This is an optimization exercise on Yosys and OpenROAD, whose aim is a short achievable clock period and few clock cycles, not a production implementation.
Only simulation tests tie the RTL to the original design; equivalence was not proved.
Power figures rest on the tool's default switching activity, not on a simulated workload.

## flow/design.v

```verilog
`timescale 1ns/1ps
module fmrt_core (
    input             clk,
    input             rst,
    output     [31:0] imem_addr,
    input      [31:0] imem_rdata,
    output     [31:0] dmem_addr,
    input      [31:0] dmem_rdata,
    output            dmem_we,
    output     [31:0] dmem_wdata
);
    localparam [31:0] RESET_PC = 32'h0000E100;
    function lt_tree(input [31:0] x, input [31:0] y);
        reg [31:0] l, e, ln, en;
        integer i, d;
        begin
            l = ~x & y;           
            e = ~(x ^ y);         
            for (d = 1; d < 32; d = d * 2) begin
                ln = l; en = e;
                for (i = d; i < 32; i = i + 1) begin
                    ln[i] = l[i] | (e[i] & l[i-d]);
                    en[i] = e[i] & e[i-d];
                end
                l = ln; e = en;
            end
            lt_tree = l[31];
        end
    endfunction
    function [2:0] cmp3(input [31:0] x, input [31:0] y);
        begin
            cmp3[2] = ~|(x ^ y);
            cmp3[1] = lt_tree({~x[31], x[30:0]}, {~y[31], y[30:0]});
            cmp3[0] = lt_tree(x, y);
        end
    endfunction
    function [31:0] ks_add(input [31:0] x, input [31:0] y, input cin);
        reg [31:0] g, p, gn, pn;
        integer i, d;
        begin
            g = x & y;
            p = x ^ y;
            g[0] = g[0] | (p[0] & cin);
            for (d = 1; d < 32; d = d * 2) begin
                gn = g; pn = p;
                for (i = d; i < 32; i = i + 1) begin
                    gn[i] = g[i] | (p[i] & g[i-d]);
                    pn[i] = p[i] & p[i-d];
                end
                g = gn; p = pn;
            end
            ks_add = (x ^ y) ^ {g[30:0], cin};
        end
    endfunction
    reg  [31:0] pc_f;
    reg         fd_valid;
    reg  [31:0] fd_insn;
    reg  [31:0] fd_pc;
    reg         fd_bt;                
    reg  [31:0] fd_ptgt;              
    reg         fd_jec;               
    reg         de_valid;
    reg  [31:0] de_a, de_b, de_sd;    
    reg  [31:0] de_bx;                
    reg         de_big;               
    reg  [31:0] de_c;                 
    reg  [31:0] de_alt;               
    reg         de_a_em, de_b_em, de_s_em;    
    reg  [4:0]  de_rd;
    reg         de_wr;
    reg         de_r_add, de_r_log, de_r_sft, de_r_slt, de_r_c;
    reg         de_sub, de_sub_h;     
    reg         de_l_and, de_l_or;    
    reg         de_s_left, de_s_arith;
    reg         de_slt_u;
    reg         de_br, de_pred;
    reg         de_eq1, de_eq0, de_lt1, de_lt0, de_ltu1, de_ltu0, de_rall;
    reg  [31:0] de_pc;
    reg         de_jchk;              
    reg  [31:0] de_jp;                
    reg  [31:0] jb;                   
    reg         jb_ok;
    reg  [2:0]  de_f3;
    reg         de_ld, de_st, de_sw;
    reg         em_valid;
    reg  [31:0] em_res;
    reg  [31:0] em_addr;              
    reg  [31:0] em_sd;
    reg  [4:0]  em_rd;
    reg         em_wr;
    reg         em_ld;
    reg         em_sub_st;            
    reg  [2:0]  em_f3;
    reg         em_mem;               
    reg         m_we;                 
    reg  [31:0] ma_q, wd_q;
    reg         wpend;                
    reg         mw_valid;
    reg  [31:0] mw_res;
    reg  [4:0]  mw_rd;
    reg         mw_wr;
    reg  [31:0] rf [1:31];
    assign imem_addr  = pc_f;
    assign dmem_addr  = ma_q;
    assign dmem_wdata = wd_q;
    assign dmem_we    = m_we;
    wire [31:0] ins   = fd_insn;
    wire [6:0]  opc   = ins[6:0];
    wire [2:0]  f3    = ins[14:12];
    wire [6:0]  f7    = ins[31:25];
    wire [4:0]  rs1   = ins[19:15];
    wire [4:0]  rs2   = ins[24:20];
    wire [4:0]  rd    = ins[11:7];
    wire op_lui   = (opc == 7'b0110111);
    wire op_auipc = (opc == 7'b0010111);
    wire op_jal   = (opc == 7'b1101111);
    wire op_jalr  = (opc == 7'b1100111);
    wire op_br    = (opc == 7'b1100011);
    wire op_ld    = (opc == 7'b0000011);
    wire op_st    = (opc == 7'b0100011);
    wire op_imm   = (opc == 7'b0010011);
    wire op_reg   = (opc == 7'b0110011);
    wire [31:0] imm_i = {{20{ins[31]}}, ins[31:20]};
    wire [31:0] imm_s = {{20{ins[31]}}, ins[31:25], ins[11:7]};
    wire [31:0] imm_b = {{20{ins[31]}}, ins[7], ins[30:25], ins[11:8], 1'b0};
    wire [31:0] imm_u = {ins[31:12], 12'b0};
    wire [31:0] imm_j = {{12{ins[31]}}, ins[19:12], ins[20], ins[30:21], 1'b0};
    wire [31:0] imm_jr = {{20{ins[31]}}, ins[31:21], 1'b0};
    wire [31:0] imm_sh = {27'b0, ins[24:20]};
    wire f7_zero = (f7 == 7'b0000000);
    wire f7_alt  = (f7 == 7'b0100000);
    wire ld_ok = (f3 == 3'b000) | (f3 == 3'b001) | (f3 == 3'b010) |
                 (f3 == 3'b100) | (f3 == 3'b101);
    wire st_ok = (f3 == 3'b000) | (f3 == 3'b001) | (f3 == 3'b010);
    wire d_wr = op_lui | op_auipc | op_jal | op_jalr |
                (op_ld & ld_ok) |
                (op_imm & ((f3 != 3'b101) | f7_zero | f7_alt)) |
                (op_reg & (((f3 != 3'b000) & (f3 != 3'b101)) | f7_zero | f7_alt));
    wire use1 = op_jalr | op_br | op_ld | op_st | op_imm | op_reg;
    wire use2 = op_br | op_st | op_reg;
    wire d_r_c   = op_lui | op_auipc | op_jal | op_jalr;
    wire d_r_slt = (op_imm | op_reg) & (f3[2:1] == 2'b01);
    wire d_r_sft = (op_imm | op_reg) & (f3[1:0] == 2'b01);
    wire d_r_log = (op_imm | op_reg) & f3[2] & (f3[1:0] != 2'b01);
    wire d_r_add = op_ld | op_st | ((op_imm | op_reg) & (f3 == 3'b000));
    wire d_sub   = op_reg & (f3 == 3'b000) & f7_alt;
    wire        use_imm = op_imm | op_ld | op_st | op_jalr;
    wire [31:0] d_imm   = op_st   ? imm_s  :
                          op_jalr ? imm_jr :
                          (op_imm & (f3 == 3'b101)) ? imm_sh : imm_i;
    wire [31:0] pc4    = fd_pc + 32'd4;
    wire [31:0] tgt_b  = fd_pc + imm_b;
    wire [31:0] tgt_j  = fd_pc + imm_j;
    wire [31:0] auipc  = fd_pc + imm_u;
    wire        spred  = ins[31] | (f3 == 3'b001);    
    wire        pred   = fd_bt | spred;
    wire w_we = mw_valid & mw_wr;
    wire [31:0] rf1 = (rs1 == 5'd0) ? 32'd0 : rf[rs1];
    wire [31:0] rf2 = (rs2 == 5'd0) ? 32'd0 : rf[rs2];
    wire [31:0] r1  = (w_we & (mw_rd == rs1) & (rs1 != 5'd0)) ? mw_res : rf1;
    wire [31:0] r2  = (w_we & (mw_rd == rs2) & (rs2 != 5'd0)) ? mw_res : rf2;
    wire [31:0] mw_next;              
    wire a_em = de_valid & de_wr & (de_rd == rs1) & (rs1 != 5'd0);
    wire a_mw = em_valid & em_wr & (em_rd == rs1) & (rs1 != 5'd0);
    wire b_em = de_valid & de_wr & (de_rd == rs2) & (rs2 != 5'd0);
    wire b_mw = em_valid & em_wr & (em_rd == rs2) & (rs2 != 5'd0);
    wire [31:0] r1f = a_mw ? mw_next : r1;
    wire [31:0] r2f = b_mw ? mw_next : r2;
    wire ld_use = fd_valid & de_valid & de_ld & de_wr & (de_rd != 5'd0) &
                  ((use1 & (de_rd == rs1)) | (use2 & (de_rd == rs2)));
    wire j_e_c = fd_jec;
    wire j_pend = (de_valid & de_wr & (de_rd == rs1) & (rs1 != 5'd0)) |
                  (em_valid & em_wr & (em_rd == rs1) & (rs1 != 5'd0)) |
                  (mw_valid & mw_wr & (mw_rd == rs1) & (rs1 != 5'd0));
    wire j_ready = j_e_c | (jb_ok & ~j_pend);
    wire [31:0] tgt_jr_c = ks_add(de_c, imm_jr, 1'b0);
    wire [31:0] tgt_jr_b = ks_add(jb, imm_jr, 1'b0);
    wire [31:0] tgt_jr = j_e_c ? tgt_jr_c : tgt_jr_b;
    wire stall_d = ld_use | (fd_valid & op_jalr & ~j_ready);
    wire [31:0] ea = de_a_em ? em_res : de_a;
    wire [31:0] eb = de_b_em ? em_res : de_b;
    wire [31:0] es = de_s_em ? em_res : de_sd;
    wire [31:0] em_x   = em_res ^ {32{de_sub}};
    wire [31:0] sum00  = ks_add(de_a, de_bx, de_sub);
    wire [31:0] sum10  = ks_add(em_res, de_bx, de_sub);
    wire [31:0] sum01  = ks_add(de_a, em_x, de_sub);
    wire [31:0] sum11  = de_sub ? 32'd0 : {em_res[30:0], 1'b0};
    wire        s00    = ~de_a_em & ~de_b_em;
    wire        s10    =  de_a_em & ~de_b_em;
    wire        s01    = ~de_a_em &  de_b_em;
    wire        s11    =  de_a_em &  de_b_em;
    wire [31:0] sum    = ({32{s00}} & sum00) | ({32{s10}} & sum10) |
                         ({32{s01}} & sum01) | ({32{s11}} & sum11);
    function [31:0] sum_if(input k);
        sum_if = ({32{k & s00}} & sum00) | ({32{k & s10}} & sum10) |
                 ({32{k & s01}} & sum01) | ({32{k & s11}} & sum11);
    endfunction
    wire [31:0] logic_r = de_l_and ? (ea & eb) : de_l_or ? (ea | eb) : (ea ^ eb);
    wire        big    = de_b_em ? (|em_res[31:5]) : de_big;
    wire [4:0]  sh     = eb[4:0];
    wire [31:0] sll_r  = ea << sh;
    wire signed [32:0] sr_in = {de_s_arith & ea[31], ea};
    wire signed [32:0] sr_w  = sr_in >>> sh;
    wire [31:0] sr_r   = sr_w[31:0];
    wire [31:0] sft_r  = de_s_left ? (big ? 32'd0 : sll_r)
                                   : (big ? {32{de_s_arith & ea[31]}} : sr_r);
    wire [2:0]  c00 = cmp3(de_a, de_b);
    wire [2:0]  c10 = cmp3(em_res, de_b);
    wire [2:0]  c01 = cmp3(de_a, em_res);
    wire [2:0]  csel = de_a_em ? (de_b_em ? 3'b100 : c10) : (de_b_em ? c01 : c00);
    wire        eq     = csel[2];
    wire        lt     = csel[1];
    wire        ltu    = csel[0];
    wire        slt_r  = de_slt_u ? ltu : lt;
    wire [31:0] e_oth = ({32{de_r_log}} & logic_r) |
                        ({32{de_r_sft}} & sft_r) |
                        ({32{de_r_slt}} & {31'b0, slt_r}) |
                        ({32{de_r_c}}   & de_c);
    wire [31:0] e_res = de_r_add ? sum : e_oth;    
    wire mis    = (eq & de_eq1) | (~eq & de_eq0) | (lt & de_lt1) | (~lt & de_lt0) |
                  (ltu & de_ltu1) | (~ltu & de_ltu0) | de_rall;    
    wire stall_m = wpend & em_valid & em_mem;
    wire sub_rd  = em_valid & em_sub_st & ~wpend;
    wire em_st_w = em_valid & em_mem & ~em_ld & ~em_sub_st;    
    wire jmis = (de_alt != de_jp);
    wire redirect_e = de_valid & ~stall_m & ((de_br & mis) | (de_jchk & jmis));
    wire [31:0] e_target = de_alt;
    wire redirect_dr = fd_valid & ~stall_m & ~stall_d &
                       (fd_bt ? ~(op_jal | op_br | op_jalr) : (op_jal | op_jalr | (op_br & spred)));
    wire redirect_d = redirect_dr & ~redirect_e;
    wire [31:0] d_target = fd_bt ? pc4 : op_jal ? tgt_j : op_jalr ? tgt_jr : tgt_b;
    localparam NB = 8;
    reg  [NB-1:0] bv;
    reg  [31:0]   btag [0:NB-1];
    reg  [31:0]   btgt [0:NB-1];
    reg  [2:0]    bptr;
    reg           upd_v, upd_inv, upd_e;
    reg  [31:0]   upd_dpc, upd_epc, upd_dtgt, upd_etgt;
    wire [31:0]   upd_pc  = upd_e ? upd_epc : upd_dpc;
    wire [31:0]   upd_tgt = upd_e ? upd_etgt : upd_dtgt;
    reg  [NB-1:0] bhv;
    reg  [31:0]   btgt_sel;
    integer       bk;
    always @(*) begin
        btgt_sel = 32'd0;
        for (bk = 0; bk < NB; bk = bk + 1) begin
            bhv[bk]  = bv[bk] & (btag[bk] == pc_f);
            btgt_sel = btgt_sel | ({32{bhv[bk]}} & btgt[bk]);
        end
    end
    wire bhit = |bhv;
    wire e_alloc = redirect_e & ~de_pred;    
    wire e_inval = redirect_e & de_pred;     
    wire d_alloc = redirect_d & ~fd_bt & (op_jal | op_br | op_jalr);
    always @(posedge clk) begin
        if (rst)
            upd_v <= 1'b0;
        else
            upd_v <= e_alloc | e_inval | d_alloc;
        upd_inv <= e_inval;
        upd_e    <= redirect_e;
        upd_epc  <= de_pc;
        upd_dpc  <= fd_pc;
        upd_etgt <= de_alt;
        upd_dtgt <= d_target;
    end
    always @(posedge clk) begin
        if (rst) begin
            bv   <= {NB{1'b0}};
            bptr <= 3'd0;
        end else if (upd_v) begin
            if (upd_inv) begin
                for (bk = 0; bk < NB; bk = bk + 1)
                    if (btag[bk] == upd_pc) bv[bk] <= 1'b0;
            end else begin
                bv[bptr]   <= 1'b1;
                bptr       <= bptr + 3'd1;
            end
        end
        if (upd_v && !upd_inv) begin
            btag[bptr] <= upd_pc;
            btgt[bptr] <= upd_tgt;
        end
    end
    wire [1:0]  off   = em_res[1:0];
    wire [31:0] rw    = dmem_rdata;
    wire [7:0]  lbyte = off[1] ? (off[0] ? rw[31:24] : rw[23:16])
                               : (off[0] ? rw[15:8]  : rw[7:0]);
    wire [15:0] lhalf = off[1] ? rw[31:16] : rw[15:0];
    wire [31:0] ldata = (em_f3[1:0] == 2'b00) ? {{24{lbyte[7] & ~em_f3[2]}}, lbyte} :
                        (em_f3[1:0] == 2'b01) ? {{16{lhalf[15] & ~em_f3[2]}}, lhalf} :
                        rw;
    assign mw_next = em_ld ? ldata : em_res;
    wire [31:0] merged = em_f3[0] ?
                         (off[1] ? {em_sd[15:0], rw[15:0]} : {rw[31:16], em_sd[15:0]}) :
                         (off == 2'd0 ? {rw[31:8], em_sd[7:0]} :
                          off == 2'd1 ? {rw[31:16], em_sd[7:0], rw[7:0]} :
                          off == 2'd2 ? {rw[31:24], em_sd[7:0], rw[15:0]} :
                                        {em_sd[7:0], rw[23:0]});
    wire [31:0] pc_seq = bhit ? btgt_sel : pc_f + 32'd4;
    wire [31:0] pc_nr  = (stall_m | stall_d) ? pc_f :
                         redirect_dr ? d_target : pc_seq;
    wire fd_valid_nr   = stall_m ? fd_valid :
                         redirect_dr ? 1'b0 :
                         stall_d ? fd_valid : 1'b1;
    always @(posedge clk) begin
        if (rst)
            pc_f <= RESET_PC;
        else
            pc_f <= redirect_e ? e_target : pc_nr;
    end
    always @(posedge clk) begin
        if (rst)
            fd_valid <= 1'b0;
        else
            fd_valid <= ~redirect_e & fd_valid_nr;
        if (rst)
            fd_jec <= 1'b0;
        else if (!stall_m && !stall_d)
            fd_jec <= fd_valid & d_r_c & (imem_rdata[19:15] == rd) & (imem_rdata[19:15] != 5'd0);
        else if (!stall_m)
            fd_jec <= 1'b0;
        if (!stall_m && !stall_d) begin
            fd_insn <= imem_rdata;
            fd_pc   <= pc_f;
            fd_bt   <= bhit;
            fd_ptgt <= btgt_sel;
        end
    end
    always @(posedge clk) begin
        if (rst)
            de_valid <= 1'b0;
        else if (!stall_m)
            de_valid <= fd_valid & ~redirect_e & ~stall_d;
        de_sub   <= stall_m ? de_sub_h : d_sub;
        de_sub_h <= stall_m ? de_sub : d_sub;
        if (stall_m) begin
            de_a <= ea; de_b <= eb; de_sd <= es;
            de_bx <= eb ^ {32{de_sub}};
            de_big <= |eb[31:5];
            de_a_em <= 1'b0; de_b_em <= 1'b0; de_s_em <= 1'b0;
        end else begin
            de_a    <= r1f;
            de_b    <= use_imm ? d_imm : r2f;
            de_bx   <= d_sub ? ~r2f : (use_imm ? d_imm : r2f);
            de_big  <= use_imm ? (|d_imm[31:5]) : (|r2f[31:5]);
            de_sd   <= r2f;
            de_a_em <= a_em;
            de_b_em <= b_em & ~use_imm;
            de_s_em <= b_em;
            de_c    <= op_lui ? imm_u : op_auipc ? auipc : pc4;
            de_alt  <= op_jalr ? tgt_jr : pred ? pc4 : tgt_b;
            de_jchk <= op_jalr & fd_bt;
            de_jp   <= fd_ptgt;
            de_rd   <= rd;
            de_wr   <= d_wr;
            de_r_add <= d_r_add;
            de_r_log <= d_r_log;
            de_r_sft <= d_r_sft;
            de_r_slt <= d_r_slt;
            de_r_c   <= d_r_c;
            de_l_and <= (f3[1:0] == 2'b11);
            de_l_or  <= (f3[1:0] == 2'b10);
            de_s_left  <= ~f3[2];
            de_s_arith <= ins[30];
            de_slt_u   <= f3[0];
            de_br    <= op_br;
            de_pred  <= pred;
            de_eq1   <= op_br & (f3[2:1] == 2'b00) & ~(f3[0] ^ pred);
            de_eq0   <= op_br & (f3[2:1] == 2'b00) &  (f3[0] ^ pred);
            de_lt1   <= op_br & (f3[2:1] == 2'b10) & ~(f3[0] ^ pred);
            de_lt0   <= op_br & (f3[2:1] == 2'b10) &  (f3[0] ^ pred);
            de_ltu1  <= op_br & (f3[2:1] == 2'b11) & ~(f3[0] ^ pred);
            de_ltu0  <= op_br & (f3[2:1] == 2'b11) &  (f3[0] ^ pred);
            de_rall  <= op_br & (f3[2:1] == 2'b01) & pred;
            de_pc    <= fd_pc;
            de_f3    <= f3;
            de_ld    <= op_ld & ld_ok;
            de_st    <= op_st & st_ok;
            de_sw    <= op_st & (f3 == 3'b010);
        end
    end
    always @(posedge clk) begin
        if (rst)
            jb_ok <= 1'b0;
        else
            jb_ok <= fd_valid & op_jalr & ~j_pend & ~redirect_e & (stall_m | stall_d);
        jb <= rf1;
    end
    always @(posedge clk) begin
        if (rst)
            em_valid <= 1'b0;
        else if (!stall_m)
            em_valid <= de_valid;
        em_res  <= sum_if(de_r_add & ~stall_m) | ({32{stall_m}} & em_addr) |
                   ({32{~stall_m & ~de_r_add}} & e_oth);
        em_addr <= sum_if(~stall_m) | ({32{stall_m}} & em_res);
        if (!stall_m) begin
            em_sd     <= es;
            em_rd     <= de_rd;
            em_wr     <= de_wr;
            em_ld     <= de_ld;
            em_mem    <= de_ld | de_st;
            em_sub_st <= de_st & ~de_sw;
            em_f3     <= de_f3;
        end
    end
    always @(posedge clk) begin
        if (rst) begin
            m_we  <= 1'b0;
            wpend <= 1'b0;
        end else begin
            wpend <= sub_rd;
            m_we  <= sub_rd | (stall_m ? em_st_w : (de_valid & de_sw));
        end
        ma_q <= sum_if(~(sub_rd | stall_m)) | ({32{sub_rd | stall_m}} & em_res);
        if (sub_rd)
            wd_q <= merged;
        else if (stall_m)
            wd_q <= em_sd;
        else
            wd_q <= es;
    end
    always @(posedge clk) begin
        if (rst)
            mw_valid <= 1'b0;
        else
            mw_valid <= em_valid & ~stall_m;
        mw_res <= mw_next;
        mw_rd  <= em_rd;
        mw_wr  <= em_wr;
    end
    always @(posedge clk) begin
        if (w_we && mw_rd != 5'd0)
            rf[mw_rd] <= mw_res;
    end
endmodule
```

## flow/flow/run.sh

```bash
#!/bin/bash
set -euo pipefail
MARGIN=${MARGIN:-7}
sed -e "s/SETUP_SLACK_MARGIN=[0-9.]*/SETUP_SLACK_MARGIN=${MARGIN}/" standard.sh > standard_margin.sh
grep -q "SETUP_SLACK_MARGIN=${MARGIN}" standard_margin.sh
bash standard_margin.sh > flow_make.log 2>&1
```

## flow/constraint.sdc

```tcl
create_clock -name core_clock -period 10.0 [get_ports {clk}]
set_input_delay 2.0000 -clock core_clock [delete_from_list [all_inputs] [get_ports {clk}]]
set_output_delay 2.0000 -clock core_clock [all_outputs]
set_load 0.01 [all_outputs]
```

## flow/config.mk

```make
export PLATFORM = sky130hd
export DESIGN_NAME = fmrt_core
export DESIGN_NICKNAME = fmrt_core
export VERILOG_FILES = /design/flow/design.v
export SDC_FILE = /design/flow/constraint.sdc
export NUM_CORES = 4
export LEC_CHECK = 0
export ABC_CLOCK_PERIOD_IN_PS = 3000
export CAP_MARGIN = 20
export CORE_MARGIN = 2
export CORE_UTILIZATION = 40
export PLACE_DENSITY = 0.6
export SETUP_SLACK_MARGIN = 5
export SLEW_MARGIN = 20
```

## flow/standard.sh

```bash
#!/bin/bash
# synth_recipe.tcl (not shown) runs the flow's synth.tcl, then flattens the netlist and writes it again
# the make line also repeats each setting of config.mk as NAME=value (left out here)
make -C /OpenROAD-flow-scripts/flow DESIGN_CONFIG=/design/flow/config.mk WORK_HOME=/design/flow/orfs CLKGATE_MAP_FILE= SYNTH_SCRIPT=/design/flow/synth_recipe.tcl "${@:-finish}"
```

==> flow_results.org, run 1 <==
** STA
- Summed over all failing endpoints, the final setup total negative slack is 0 ns.
- Slew Limit Fails :: 0
- Actual transition at the worst max-transition pin :: 1.35 ns
- In this run the tightest slew margin relative to its limit is under 10%.
- The number of hold violations in the final report is 0.
- Counting I/O delays and the setup requirement, the final critical path takes a little under 4 ns.
- Worst clock skew :: 0.0889 ns
- In the finished design, the share of the clock period the worst path needs comes to between 30 and 40%.
- Final count of negative-setup-slack endpoints :: 0
- Static timing analysis puts the maximum clock frequency at roughly 250 MHz.
- RSZ-0062 raised after global routing :: yes

** GRT
- Across every metal layer, demand over resource in global routing totals 34.7%.
- The number of global-route vias before repair was between 90000 and 100k.
- For this run the aggregate overflow at the end of global routing stands at 0.
- The initial antenna violation count was 45.
- Entering global routing, the biggest net connects 127 pins.
- Global-route wire length before repair :: approximately 760000 µm

** Layout
- The register with the most flip-flops in the layout has between 900 and 1000 of them.
- The register with the most flip-flops in the final layout is rf.
- Register area :: around 65000 µm²
- With fillers left out, the area of the finished cells amounts to 163000 µm².
- Largest registers :: rf (992), btag (256), btgt (256)
- Fillers :: 25400
- Cells fill a little over half of the core in the end.
- Leaving out filler cells and counting taps, the final layout contains roughly 15000.
- Multi-input gate area in the final layout :: ~65000 µm²
- The final layout contains between 10000 and 15000 nets.
- The area growth from synthesis to layout is 33.2%.
- Layout cell share with drive strength beyond 1 :: between 30% and 40%

** Clock network
- Clock-pin slew was measured on the worst setup and hold paths at around 0.060 ns.
- Root buffer selected by CTS :: clkbuf_16
- The clock reaches the later pin of the worst-skew pair after between 0.9 and 1 ns.
- Number of buffers on the longest clock path :: 4
- CTS tree :: done
- H-tree level count :: 5
- Count of clock tree sinks :: ~2300
- In this run, CTS created clock tree buffers numbering 268.

** Pwr
- Per report_power, the combinational group accounts for between 20% and 30% of the total.
- Net switching is between 20 and 30% of the power.
- The analysis attributes to cell leakage a power of between 50 and 60 nW.
- The internal portion of the total power is 19.1 mW.
- VDD IR-drop max :: about 150 µV
- Dividing total power by cell area gives a power density of between 150 and 200 nW/µm².
- Part of the total power dissipated in sequential elements :: 41.3%
- In this run the power spent charging and discharging nets is about 7.7 mW.
- The clock network accounts for 37.5% of the total power.

** Critical path
- At the worst endpoint, the arrival time is 4.72 ns.
- Capturing element type of the critical path :: register
- Along the worst path, the maximum fanout reaches 7.
- Reg-to-reg setup timing slack :: about 6 ns
- Critical path class :: reg2reg
- The endpoint identified for the worst register-to-register timing path is pc_f[23].
- Worst R2R Path Depth :: 16
- Crit start category :: register
- The worst register-to-register path begins at em_res[5].
- At the worst endpoint, the required time is approximately 11 ns.

** Logic synthesis
- Mapped Cells :: about 9900
- Cell type contributing the most total cell area after synthesis :: edfxtp_1
- Number of library cell types mapped by synthesis :: 94
- The most used flip-flop cell after synthesis is edfxtp_1.
- Of the synthesized area, sequential elements account for a little over half.
- Of the post-synthesis cell area, the dominant cell type holds 43.4%.
- For this run, the number of Yosys warnings is 1.
- Number of enable flip-flop cells after synthesis :: around 1800
- Avg Inst Size Synth :: approximately 12 µm²
- Counting every net in the synthesized netlist gives between 10000 and 15000.
- For this run, asynchronously set or reset flops after synthesis account for 0%.
- The mapped netlist covers between 100000 and 150000 µm².
- Leading post-synthesis cells by cell area :: edfxtp_1 (43%), mux4_2 (10%), dfxtp_1 (9.1%), ha_1 (4.1%), xnor2_1 (3.6%)
- The synthesized design contains ~2300 register bits.

** Min path
- Endpoint of the worst hold-timing path :: upd_epc[16]
- Number of stages on the worst hold path :: 0
- In this run the most critical hold path is launched from de_pc[16].
- The tightest min-delay check is of the reg2reg type.

** Place
- The count of buffers added on input and output ports is ~160.
- The wire-length estimate of the detail-placed layout is approximately 340000 µm.
- Cell count after placement :: approximately 14000
- Placer Congestion :: between 1 and 1.5
- Once placement finished, the instance area stood at 130000 µm².

** Floorplanning
- For this configuration, the core starts out at a cell density of ~40%.
- After floorplanning, the core was divided into about 200 placement rows.
- From left edge to right edge, the die measures roughly 560 µm.
- The die covers about 310000 µm².
- Measured along the y axis, the die boundary spans between 500 and 600 µm.
- The floorplan step defined a core boundary enclosing between 300000 and 400000 µm².
- Pin placement for this block handled 163 I/O pins.

** Job
- Number of maximum-capacitance violations :: 0

** Detailed routing
- Initial DRT Pass Iterations :: 9
- For this block, the initial DRC count from the detailed router was about 15000.
- Number of routed nets with antenna violations :: 0
- After detailed routing, the average wire length per cell comes to 36.5 µm.
- After detailed routing, the number of vias per cell comes to between 6 and 7.
- Vias after detailed routing :: ~100k
- Count of unresolved DRC violations after routing :: 0
- Final wirelength :: around 560000 µm

** Outcome
- Status :: finished clean
[cells by family (layout without fill, tap and decap cells)]
kind of cell | after synthesis | after routing | share of synthesized area (%)
adder cells (fa/ha/maj) | 413 | 413 | 4.28
AND/OR/NAND/NOR | 2079 | 2086 | 7.86
multiplexers | 1048 | 1048 | 14.5
XOR/XNOR | 835 | 835 | 5.97
AO/OA/AOI/OAI | 2221 | 2221 | 11.8
buffers and inverters | 934 | 2393 | 3.10
other | 0 | 21 | 0
flip-flops | 2328 | 2328 | 52.5
[cell usage in the layout (no fill, tap or decap), types with 134 or more instances in the layout]
| cell type | synthesis | layout |
|---|---|---|
| o21ai_0 | 436 | 223 |
| ha_1 | 403 | 265 |
| a22oi_1 | 160 | 148 |
| nand2_1 | 636 | 584 |
| mux2i_1 | 397 | 276 |
| a21o_1 | 138 | 135 |
| buf_6 | 12 | 311 |
| buf_4 | 18 | 870 |
| buf_12 | 0 | 154 |
| mux4_2 | 568 | 568 |
| a21oi_1 | 600 | 403 |
| inv_1 | 316 | 240 |
| nor2_1 | 652 | 525 |
| clkbuf_16 | 0 | 298 |
| edfxtp_1 | 1772 | 1772 |
| dfxtp_1 | 556 | 380 |
| xor2_1 | 325 | 302 |
| nand4_1 | 134 | 134 |
| xnor2_1 | 510 | 475 |
[per-layer routing]
metal	routed length [µm]	part of all wire, %	up-vias	GRT usage (%)
met5	71	0.013	-	0
met4	42700	7.6	10	21.2
met3	63300	11	1763	7.30
met2	248000	44	7055	52.6
met1	209000	37	50900	45.6
li1	-	-	40600	-
[through the flow]
stage                     power, mW  setup slack [ns]  hold WS, ns
after floorplan                13.4              5.86        0.323
after global placement         15.1              4.17        0.324
after detailed placement       15.1              4.26        0.327
after CTS                      26.1              6.16        0.328
after global routing           27.4              6.00        0.340
final                          26.8              6.03        0.323
[area by class of cell]
| type | count | share of cell area (%) |
|---|---|---|
| multi-input combinational | 6603 | 39.7 |
| sequential | 2328 | 39.7 |
| timing repair buffer | 1589 | 11.1 |
| clock buffer | 347 | 4.45 |
| tap | 4100 | 3.14 |
| clock inverter | 131 | 0.916 |
| inverter | 322 | 0.882 |
| antenna | 21 | 0.0322 |
| timing repair inverter | 4 | 0.0222 |
[power by group through the flow]
stage | clock, mW | sequential, mW | combinational, mW
6_report | 10.1 | 11.1 | 5.68
5_1_grt | 10.5 | 11.1 | 5.88
4_1_cts | 10.1 | 11.0 | 4.95
3_5_place_dp | 0 | 11.3 | 3.81
3_3_place_gp | 0 | 11.2 | 3.81
2_1_floorplan | 0 | 11.1 | 2.31
[cell usage after synthesis (138+ instances only)]
cell type,instances
a211oi_1,177
a21o_1,138
a21oi_1,600
a22oi_1,160
clkbuf_1,396
dfxtp_1,556
edfxtp_1,1772
ha_1,403
inv_1,316
mux2i_1,397
mux4_2,568
nand2_1,636
nor2_1,652
o21ai_0,436
xnor2_1,510
xor2_1,325
[worst max-delay path, stage by stage, from the launching register on]
cell	delay, ns
dfxtp_4	0.38
ha_1	0.30
nand4_1	0.21
nor2_1	0.07
o31ai_1	0.63
a21oi_4	0.18
nor4_4	0.33
nor4_4	0.10
mux2i_1	0.15
a41o_4	0.36
buf_12	0.16
clkinvlp_4	0.08
buf_8	0.13
buf_8	0.15
nor2_4	0.06
buf_4	0.17
a2111oi_2	0.32
[worst max path at each step]
| stage | startpoint | end | slack [ns] | cells after the start |
|---|---|---|---|---|
| after floorplan | fd_insn[31] | pc_f[19] | 5.86 | 12 |
| after global placement | dmem_rdata[24] | de_bx[0] | 4.17 | 10 |
| after detailed placement | em_res[31] | pc_f[30] | 4.26 | 14 |
| after CTS | fd_pc[1] | pc_f[31] | 6.16 | 16 |
| after global routing | em_res[28] | pc_f[23] | 6.00 | 19 |
| final | em_res[5] | pc_f[23] | 6.03 | 16 |
[what timing repair did]
action | 4_1_cts | 5_1_grt
endpoints found under the setup margin | 894 | 681
endpoints found under the hold margin | 0 | 0
pin swaps | 394 | 400
buffers inserted | 657 | 369
hold buffers | 0 | 0
gates cloned | 95 | 26
resized for setup | 2566 | 800
Testbench counts, summed over its fixed seeds: cycles 44,139.
==> run 2: changes to the inputs <==
--- a/flow/design.v
+++ b/flow/design.v
@@ -96,4 +96,6 @@
     reg  [31:0] ma_q, wd_q;
     reg         wpend;                
+    reg         wbus;                 
+    reg  [31:0] wb_addr, wb_data;
     reg         mw_valid;
     reg  [31:0] mw_res;
@@ -220,7 +222,12 @@
     wire mis    = (eq & de_eq1) | (~eq & de_eq0) | (lt & de_lt1) | (~lt & de_lt0) |
                   (ltu & de_ltu1) | (~ltu & de_ltu0) | de_rall;    
-    wire stall_m = wpend & em_valid & em_mem;
+    wire stall_m = wpend & em_valid & em_mem & (wbus | ~em_ld);
     wire sub_rd  = em_valid & em_sub_st & ~wpend;
     wire em_st_w = em_valid & em_mem & ~em_ld & ~em_sub_st;    
+    wire pend_next = sub_rd | (wpend & ~wbus);
+    wire nx_ld     = stall_m ? (em_valid & em_ld) : (de_valid & de_ld);
+    wire wbus_next = pend_next & ~nx_ld;
+    wire [31:0] wb_addr_next = sub_rd ? em_res : wb_addr;
+    wire wb_hit    = wpend & ~wbus & (em_res[31:2] == wb_addr[31:2]);
     wire jmis = (de_alt != de_jp);
     wire redirect_e = de_valid & ~stall_m & ((de_br & mis) | (de_jchk & jmis));
@@ -285,10 +292,11 @@
     wire [1:0]  off   = em_res[1:0];
     wire [31:0] rw    = dmem_rdata;
-    wire [7:0]  lbyte = off[1] ? (off[0] ? rw[31:24] : rw[23:16])
-                               : (off[0] ? rw[15:8]  : rw[7:0]);
-    wire [15:0] lhalf = off[1] ? rw[31:16] : rw[15:0];
+    wire [31:0] lw    = wb_hit ? wb_data : dmem_rdata;
+    wire [7:0]  lbyte = off[1] ? (off[0] ? lw[31:24] : lw[23:16])
+                               : (off[0] ? lw[15:8]  : lw[7:0]);
+    wire [15:0] lhalf = off[1] ? lw[31:16] : lw[15:0];
     wire [31:0] ldata = (em_f3[1:0] == 2'b00) ? {{24{lbyte[7] & ~em_f3[2]}}, lbyte} :
                         (em_f3[1:0] == 2'b01) ? {{16{lhalf[15] & ~em_f3[2]}}, lhalf} :
-                        rw;
+                        lw;
     assign mw_next = em_ld ? ldata : em_res;
     wire [31:0] merged = em_f3[0] ?
@@ -410,11 +418,18 @@
             m_we  <= 1'b0;
             wpend <= 1'b0;
+            wbus  <= 1'b0;
         end else begin
-            wpend <= sub_rd;
-            m_we  <= sub_rd | (stall_m ? em_st_w : (de_valid & de_sw));
+            wpend <= pend_next;
+            wbus  <= wbus_next;
+            m_we  <= wbus_next | (~pend_next & (stall_m ? em_st_w : (de_valid & de_sw)));
         end
-        ma_q <= sum_if(~(sub_rd | stall_m)) | ({32{sub_rd | stall_m}} & em_res);
-        if (sub_rd)
-            wd_q <= merged;
+        if (sub_rd) begin
+            wb_addr <= em_res;
+            wb_data <= merged;
+        end
+        ma_q <= sum_if(~wbus_next & ~stall_m) | ({32{wbus_next}} & wb_addr_next) |
+                ({32{~wbus_next & stall_m}} & em_res);
+        if (wbus_next)
+            wd_q <= sub_rd ? merged : wb_data;
         else if (stall_m)
             wd_q <= em_sd;
==> flow_results.org, run 2 <==
** Logic synthesis
- Of all cell types, the one taking the most synthesized area is edfxtp_1.
- Most frequent cell after synthesis :: edfxtp_1
- Number of warning messages in the yosys log :: 1
- Post-synthesis async set-or-reset flop share :: 0%
- Sequential cell area fraction in the yosys report :: ~52%
- Most used flip-flop cell after synthesis :: edfxtp_1
- Synth Net Count :: ~11000
- #FFs+latches synth :: roughly 2400
- After technology mapping, the gate count stands at roughly 10000.
- The synthesized design contains 1772 enable-type register cells.
- Top cell types by occurrence after synthesis :: edfxtp_1 (1772), nand2_1 (636), dfxtp_1 (621)
- Leading post-synthesis cells by cell area :: edfxtp_1 (42%), mux4_2 (10%), dfxtp_1 (9.9%), ha_1 (4.0%), mux2i_1 (3.8%)
- Avg Inst Size Synth :: about 12 µm²
- Area share of the leading cell type in the synthesized netlist :: a little over two fifths
- Number of library cell types mapped by synthesis :: 100
- The mapped netlist covers about 130000 µm².

** Detailed routing
- After detailed routing, the average wire length per cell comes to ~36 µm.
- After the first detailed-routing iteration, the DRC count stood at about 17000.
- The detail route stage leaves a number of antenna-violating nets equal to 0.
- In the routed layout, each cell is associated on average with a via count of between 6 and 7.
- Final wirelength :: about 570000 µm
- The first detailed-routing pass took 12 iterations.
- In the routed design, unresolved DRC markers number 0.
- Vias after detailed routing :: 101000

** GRT
- Global-route wire length before repair :: around 770000 µm
- Global routing consumed, over all layers together, 34.4% of the routing resources.
- Initial antenna violation count :: 33
- Largest net degree at the start of global routing :: 83
- Grt ovf :: 0
- Vias in the first global route :: approximately 96000

** STA
- Final count of negative-setup-slack endpoints :: 0
- Setup repair after global routing could not meet its margin everywhere.
- Achievable Freq :: between 200 and 250 MHz
- Total Neg Setup Slack :: 0 ns
- Final worst hold slack :: 0.327 ns
- Final period demand of the worst path :: around 4.2 ns
- Final hold violation count :: 0
- At the pin with the least slew margin, the transition time is around 1.3 ns.
- Max_slew headroom :: between 10% and 20%
- Clock skew on the completed layout was measured at 0.117 ns.
- Slew Limit Fails :: 0
- The final critical path takes up slightly above 40% of the cycle.

** Critical path
- Worst R2R Path Depth :: 18
- The worst setup path is launched from a register.
- Capturing element type of the critical path :: register
- The worst setup path is of the reg2reg kind.
- Arrival @ worst endpoint :: ~4.9 ns
- Of all nets on the critical path, the largest fanout is 6.
- Worst Path Required :: around 11 ns

** Layout
- Synth-to-layout area growth :: 29.6%
- Largest register FFs :: slightly below 1000
- Counting flops per register, the top entry is rf.
- NumNets Final :: about 12000
- Fillers :: around 26000
- Summing all non-filler instances in the final layout gives an area of roughly 160000 µm².
- In the layout the commonest cells are edfxtp_1 (1772), buf_4 (740), mux4_2 (579).
- Largest registers :: rf (992), btag (256), btgt (256)
- Leading cell type in the layout, fill and taps excluded :: edfxtp_1
- Cells with a size suffix above 1 make up about a third of the layout.

** Clock network
- Buffers inserted during clock tree synthesis total around 280.
- Clock latency on the worst-skew pair, taken at its later pin, is approximately 0.95 ns.
- CTS built an H-tree with a depth of 5.
- After clock tree synthesis, the flow added hold-fix buffers numbering 0.
- Clock-pin slew on the worst setup and hold paths :: 0.06 ns
- The clock passes through at most 4 buffers.
- CTS tree :: done
- The root buffer cell chosen for the clock tree is clkbuf_16.
- Count of clock tree sinks :: around 2400

** Min path
- Worst hold-check path type :: reg2reg
- The worst hold path was traced through 0 stages.

** Pwr
- Share of total power in the clock network :: approximately 38%
- VDD IR-drop max :: 138 µV
- Combinational share of power :: between 20% and 30%
- Proportion of total power due to net switching :: just under 30%
- Registers are responsible for between 40% and 50% of the overall power.
- Internal power of the cells :: around 19 mW
- Static power due to leakage :: between 50 and 60 nW
- In this run the power spent charging and discharging nets is between 7 and 8 mW.
- For this design the ratio of total power to cell area is about 170 nW/µm².
- Summing internal, switching and leakage power gives 27.2 mW.

** Floorplanning
- The core region is 312000 µm².
- The floorplan has 205 rows.
- Starting Density :: 40.2%
- The die covers approximately 320000 µm².
- Horizontal die dimension :: 564 µm
- I/O pin cnt :: ~160
- Die boundary height :: 564 µm

** Place
- Placement Cell Area :: ~130000 µm²
- Port buffering added between 150 and 200 buffers.
- After legalization and detailed placement, the total HPWL measured around 340000 µm.
- At the end of routability-driven placement, the weighted congestion stood at between 1 and 1.5.

** Job
- Number of maximum-capacitance violations :: 0

** Outcome
- Status :: finished clean
-- run 2: cell types whose count changed after synthesis, sizes merged, moves of 39 or more --
cell    delta
a211oi    -63
dfxtp     +65
mux2i     +76
nand4     -45
nor2      -42
o21ai    +139
xnor2     -39
xor2      +84
-- run 2: worst paths after layout --
path	start	end	slack, ns
worst min-delay path	de_pc[15]	upd_epc[15]	0.33
worst min register to register	de_pc[15]	upd_epc[15]	0.33
worst max-delay path	em_res[0]	em_res[19]	5.84
worst max register to register	em_res[0]	em_res[19]	5.84
-- run 2: metal layers --
layer	vias up	track usage, %	part of all wire [%]
met3	1735	10.7	13
met1	51300	46.2	38
met4	14	21.3	7.5
li1	41000	-	-
met2	7436	48.4	41
met5	-	0	0.018
-- run 2: critical path: stages, from the launching register on --
cell and delay [ns]:
dfxtp_2 0.32, buf_12 0.12, buf_6 0.11, buf_8 0.11, buf_6 0.13, mux2i_4 0.21, buf_12 0.18, clkinv_16 0.08
buf_12 0.16, mux2i_4 0.22, mux2i_4 0.22, mux2i_1 0.15, mux2i_1 0.17, o21ai_1 0.08, a22oi_1 0.19, o21ai_1 0.13
a222oi_1 1.03, mux2_4 0.31, o21ai_2 0.05
-- run 2: through the flow --
step / std cells / util (%) / setup slack [ns]
2_1_floorplan: 10100 / - / 5.90
3_3_place_gp: 14100 / 42.8 / 4.45
3_5_place_dp: 14100 / 42.8 / 4.44
4_1_cts: 15300 / 50.5 / 5.82
5_1_grt: 15600 / 52.1 / 5.82
6_report: 15600 / 52.1 / 5.84
-- run 2: area by class of cell --
type | count | area, µm² | share of cell area [%]
timing repair inverter | 10 | 133 | 0.0817
clock inverter | 131 | 1390 | 0.854
multi-input combinational | 6771 | 64400 | 39.6
tap | 4140 | 5180 | 3.19
antenna | 21 | 52.6 | 0.0324
sequential | 2393 | 66000 | 40.7
timing repair buffer | 1449 | 16300 | 10.0
inverter | 297 | 1320 | 0.810
clock buffer | 366 | 7660 | 4.72
-- run 2: cells by family (layout without fill, tap and decap cells) --
logic type | Yosys count | in the layout | share of synthesized area, %
other cells | 0 | 21 | 0
simple gates | 2082 | 2087 | 7.72
buf+inv | 929 | 2253 | 2.94
mux | 1173 | 1173 | 15.3
fa+ha+maj | 413 | 413 | 4.18
flops | 2393 | 2393 | 52.4
compound gates | 2218 | 2218 | 11.4
xor+xnor | 880 | 880 | 6.15
-- run 2: timing repair --
| action | CTS | global route |
|---|---|---|
| setup endpoints to repair | 1412 | 766 |
| resized for setup | 2241 | 647 |
| pin swaps | 436 | 370 |
| setup buffers | 664 | 231 |
| cloned | 78 | 7 |
-- run 2: power by group through the flow --
| stage | Clock [mW] | Combinational, mW | Sequential, mW |
|---|---|---|---|
| floorplan | 0 | 2.35 | 11.4 |
| global placement | 0 | 3.95 | 11.5 |
| detailed placement | 0 | 3.96 | 11.5 |
| CTS | 10.3 | 4.91 | 11.3 |
| global route | 10.8 | 5.69 | 11.4 |
| finish | 10.3 | 5.51 | 11.4 |
Testbench counts of run 2, summed over its fixed seeds: cycles 43,911.
==> run 3: changes to the inputs <==
--- a/flow/design.v
+++ b/flow/design.v
@@ -11,26 +11,9 @@
 );
     localparam [31:0] RESET_PC = 32'h0000E100;
-    function lt_tree(input [31:0] x, input [31:0] y);
-        reg [31:0] l, e, ln, en;
-        integer i, d;
-        begin
-            l = ~x & y;           
-            e = ~(x ^ y);         
-            for (d = 1; d < 32; d = d * 2) begin
-                ln = l; en = e;
-                for (i = d; i < 32; i = i + 1) begin
-                    ln[i] = l[i] | (e[i] & l[i-d]);
-                    en[i] = e[i] & e[i-d];
-                end
-                l = ln; e = en;
-            end
-            lt_tree = l[31];
-        end
-    endfunction
     function [2:0] cmp3(input [31:0] x, input [31:0] y);
         begin
-            cmp3[2] = ~|(x ^ y);
-            cmp3[1] = lt_tree({~x[31], x[30:0]}, {~y[31], y[30:0]});
-            cmp3[0] = lt_tree(x, y);
+            cmp3[2] = (x == y);
+            cmp3[1] = ({~x[31], x[30:0]} < {~y[31], y[30:0]});
+            cmp3[0] = (x < y);
         end
     endfunction
==> flow_results.org, run 3 <==
** Critical path
- Worst stage delay on the critical path :: ~0.4 ns
- Capturing element type of the critical path :: register
- The worst register-to-register path has a depth of 15.
- Crit start category :: register
- At the worst endpoint, the required time is approximately 11 ns.
- Beginning of the critical path :: em_res[5]
- The startpoint identified for the worst register-to-register timing path is em_res[5].
- Arrival @ worst endpoint :: 4.89 ns
- On the critical path, the stage with the largest delay is an instance of or4_1.
- Max FO, Critical Path :: 9
- Ordered list of cells on the worst path :: buf_8, clkinvlp_4, ha_1, nand3_1, nor2_1, o31ai_2, a211oi_4, nor3_4, a221oi_4, mux2i_2, a41oi_4, buf_12, or2_4, or4_1, o22ai_1
- By startpoint and endpoint, the worst setup path is classified as reg2reg.

** Logic synthesis
- Number of warning messages in the yosys log :: 1
- After synthesis the netlist holds a flip-flop and latch count of between 2000 and 2500.
- Most used flip-flop cell after synthesis :: edfxtp_1
- By area the synthesized netlist is led by edfxtp_1 (42%), mux4_2 (10%), dfxtp_1 (9.9%), ha_1 (4.0%), xnor2_1 (3.6%).
- Sequential cell area fraction in the yosys report :: 52.2%
- Number of library cell types mapped by synthesis :: 100
- Mapped Cells :: 10200
- Summed over all instances, the cell type with the most area after synthesis is edfxtp_1.
- Synth Net Count :: about 11000
- Post-synthesis async set-or-reset flop share :: 0%
- Avg Inst Size Synth :: between 10 and 15 µm²
- Number of enable flip-flop cells after synthesis :: between 1500 and 2000
- The synthesized netlist occupies a cell area of around 130000 µm².
- In this run the biggest area consumer among cell types represents between 40% and 50% of the synthesized area.
- Most frequent cell after synthesis :: edfxtp_1
- Top cell types by occurrence after synthesis :: edfxtp_1 (1772), nor2_1 (684), nand2_1 (649)

** Clock network
- CTS tree :: done
- The number of clock buffers added by TritonCTS is 271.
- Clock latency at the later pin of the worst-skew pair :: approximately 0.95 ns
- Number of buffers on the longest clock path :: 4
- In this run the clock root is driven by a clkbuf_16.
- Count of clock tree sinks :: 2393
- H-tree level count :: 5
- Clock-pin slew on the worst setup and hold paths :: approximately 0.070 ns
- Post-CTS Hold Buffers :: 0

** STA
- Max_slew headroom :: 9.97%
- Setup violations remaining at the end of the flow were counted as 0.
- Setup total negative slack on the finished layout was measured at 0 ns.
- Setup repair after global routing could not meet its margin everywhere.
- For the finished layout, the period the worst path requires is just over 4 ns.
- Actual transition at the worst max-transition pin :: around 1.4 ns
- The number of hold violations in the final report is 0.
- For this run, the top clock speed supported by timing is ~240 MHz.
- The number of slew-limit violations in the final report came to 0.
- On the final layout, the worst clock skew is ~0.11 ns.
- Crit share post-route :: between 40 and 50%
- Across all setup checks in the final design, the least slack found is 5.91 ns.

** GRT
- The total overflow left after global routing is 0.
- Global-route usage over all layers :: approximately a third
- Entering global routing, the biggest net connects 82 pins.
- The initial antenna violation count was 48.
- The number of global-route vias before repair came to between 90000 and 100k.
- The first global-routing pass estimated roughly 760000 µm of wire.

** Floorplanning
- The floorplan has about 210 rows.
- The die is 565 µm tall.
- The die covers about 320000 µm².
- After floorplanning, the core was sized to cover approximately 310000 µm².
- I/O pin cnt :: around 160
- Starting Density :: 40.2%
- Horizontal die dimension :: 565 µm

** Detailed routing
- Vias after detailed routing :: about 100k
- Final routed wire length divided by cell count :: between 30 and 40 µm
- The detailed router finished its first iteration with roughly 15000 violations.
- Wires add up to between 500000 and 600000 µm.
- Before antenna repair, the detailed router went through 7 iterations.
- Number of routed nets with antenna violations :: 0
- Via count normalized by instance count :: around 6.5
- For this run, design rule violations remaining after detail routing come to 0.

** Layout
- Highest-count cells in the layout ignoring fill and taps :: edfxtp_1 (1772), buf_4 (678), nand2_1 (597)
- From synthesis to final layout, the design area changed by 27.8%.
- The largest registers in the layout are rf (992), btag (256), btgt (256).
- After filler insertion, the fill cell instance count of the layout stands at about 26000.
- The register with the most flip-flops in the layout has between 900 and 1000 of them.
- The library cell used most frequently in the layout, excluding fill and tap cells, is edfxtp_1.
- After the flow finishes, the layout carries non-filler instances totaling roughly 16000.
- The post-route netlist has approximately a third of its cells at a drive strength greater than 1.
- NumNets Final :: 11700
- More flip-flops sit in one register than any other, and that register is rf.

** Place
- Routability-driven placement finished with a final weighted congestion of around 1.0.
- Buffers placed on the I/O ports in this run total between 150 and 200.
- Post-detailed-placement half-perimeter wirelength :: between 300000 and 400000 µm
- Cell count after placement :: 14200
- At the placement stage, the worst setup path has a slack of about 4.5 ns.

** Min path
- The tightest min-delay check is of the reg2reg type.
- Number of stages on the worst hold path :: 0
- Hold path start :: de_pc[11]

** Job
- Number of maximum-capacitance violations :: 0

** Pwr
- The worst-case IR drop observed on VDD is 134 µV.
- Power spread over the standard cell area amounts to 168 nW/µm².
- Summing internal, switching and leakage power gives between 20 and 30 mW.
- The analysis attributes to cell leakage a power of 58.7 nW.

** Outcome
- Status :: finished clean
## run 3: cells by family (layout without fill, tap and decap cells)
kind of cell / after synthesis / after routing / synth area share [%]
buffers and inverters: 934 / 2096 / 3.05
other: 0 / 24 / 0
xor gates and xnor gates: 866 / 866 / 6.03
and+or+nand+nor: 2201 / 2208 / 8.13
muxes: 1108 / 1108 / 14.7
AOI/OAI and AO/OA: 2314 / 2314 / 11.7
adders and majority gates: 413 / 413 / 4.17
DFF: 2393 / 2393 / 52.2
## run 3: per-layer routing
| layer | global-route usage, % | wire length (µm) | vias to the layer above |
|---|---|---|---|
| li1 | - | - | 41200 |
| met1 | 45.7 | 215000 | 51000 |
| met2 | 51.1 | 242000 | 6679 |
| met3 | 7.43 | 61900 | 1605 |
| met4 | 20.3 | 41300 | 20 |
| met5 | 0 | 138 | - |
## run 3: path summary, 6_finish.rpt
path	slack, ns	end
setup reg to reg	5.91	pc_f[25]
hold reg to reg	0.34	upd_epc[11]
setup / recovery	5.91	pc_f[25]
hold / removal	0.34	upd_epc[11]
## run 3: what timing repair did
item,CTS,global route
setup buffers,639,159
setup endpoints to repair,1116,630
pin swaps,409,300
cloned,68,4
gates resized for setup,2156,458
## run 3: layout make-up
cell class / instances / area, µm² / area share (%)
timing repair buffer: 1314 / 15000 / 9.33
tap: 4140 / 5180 / 3.22
antenna: 24 / 60.1 / 0.0374
timing repair inverter: 6 / 60.1 / 0.0374
multi-input combinational: 6909 / 64400 / 40.1
clock buffer: 347 / 7410 / 4.61
inverter: 295 / 1250 / 0.776
clock inverter: 134 / 1390 / 0.864
sequential: 2393 / 65900 / 41.0
## run 3: stage by stage
stage	utilization, %	area [µm²]	hold slack, ns
detailed placement	42.8	134000	0.327
finish	51.4	161000	0.338
global route	51.4	161000	0.344
floorplan	-	127000	0.323
global placement	42.8	134000	0.324
CTS	50.3	157000	0.340
## run 3: critical path, delay by kind of cell (launching register included)
kind / cells / cell delay (ns)
adders and majority gates: 1 / 0.33
AOI/OAI and AO/OA: 5 / 1.04
and+or+nand+nor: 5 / 1.24
DFF: 1 / 0.36
buffers and inverters: 3 / 0.63
muxes: 1 / 0.32
## run 3: where the power goes
group | switching [mW] | total, mW | internal, mW
Combinational | 3.20 | 5.52 | 2.32
Sequential | 0.378 | 11.4 | 11.0
Clock | 4.26 | 10.1 | 5.85
Total | 7.83 | 27.0 | 19.2
Testbench counts of run 3, summed over its fixed seeds: cycles 43,911.

## re-timing with driven ports
In the flow no input, the clock included, has a driving cell. The finished layouts below were timed again as built, in two steps. Step 1 (the two cells are an assumption about what drives the block):
set clk [get_ports {clk}]
set_driving_cell -lib_cell sky130_fd_sc_hd__clkbuf_16 $clk
set_driving_cell -lib_cell sky130_fd_sc_hd__buf_2 [delete_from_list [all_inputs] $clk]
Step 2, shift: input delay + t, output delay - t, t = (earliest + latest rising clock arrival at the registers) / 2. This alone moves slack from input paths to output paths. Slacks: ideal ports / drivers / drivers and shift; pairs: ideal ports / drivers.
| run | t (ns) | setup WS [ns] | worst data-port slew with drivers (ns) |
|---|---|---|---|
| run 1 | 0.990 | 6.033 / 6.033 / 5.448 | 0.24 |
| run 2 | 0.997 | 5.842 / 5.842 / 5.137 | 0.33 |
| run 3 | 0.997 | 5.913 / 5.913 / 5.275 | 0.33 |
After both steps every run listed still meets setup and hold. The setup slack of run 2, which loses most, moves by 0.000 ns with the drivers and by -0.705 ns with both steps.
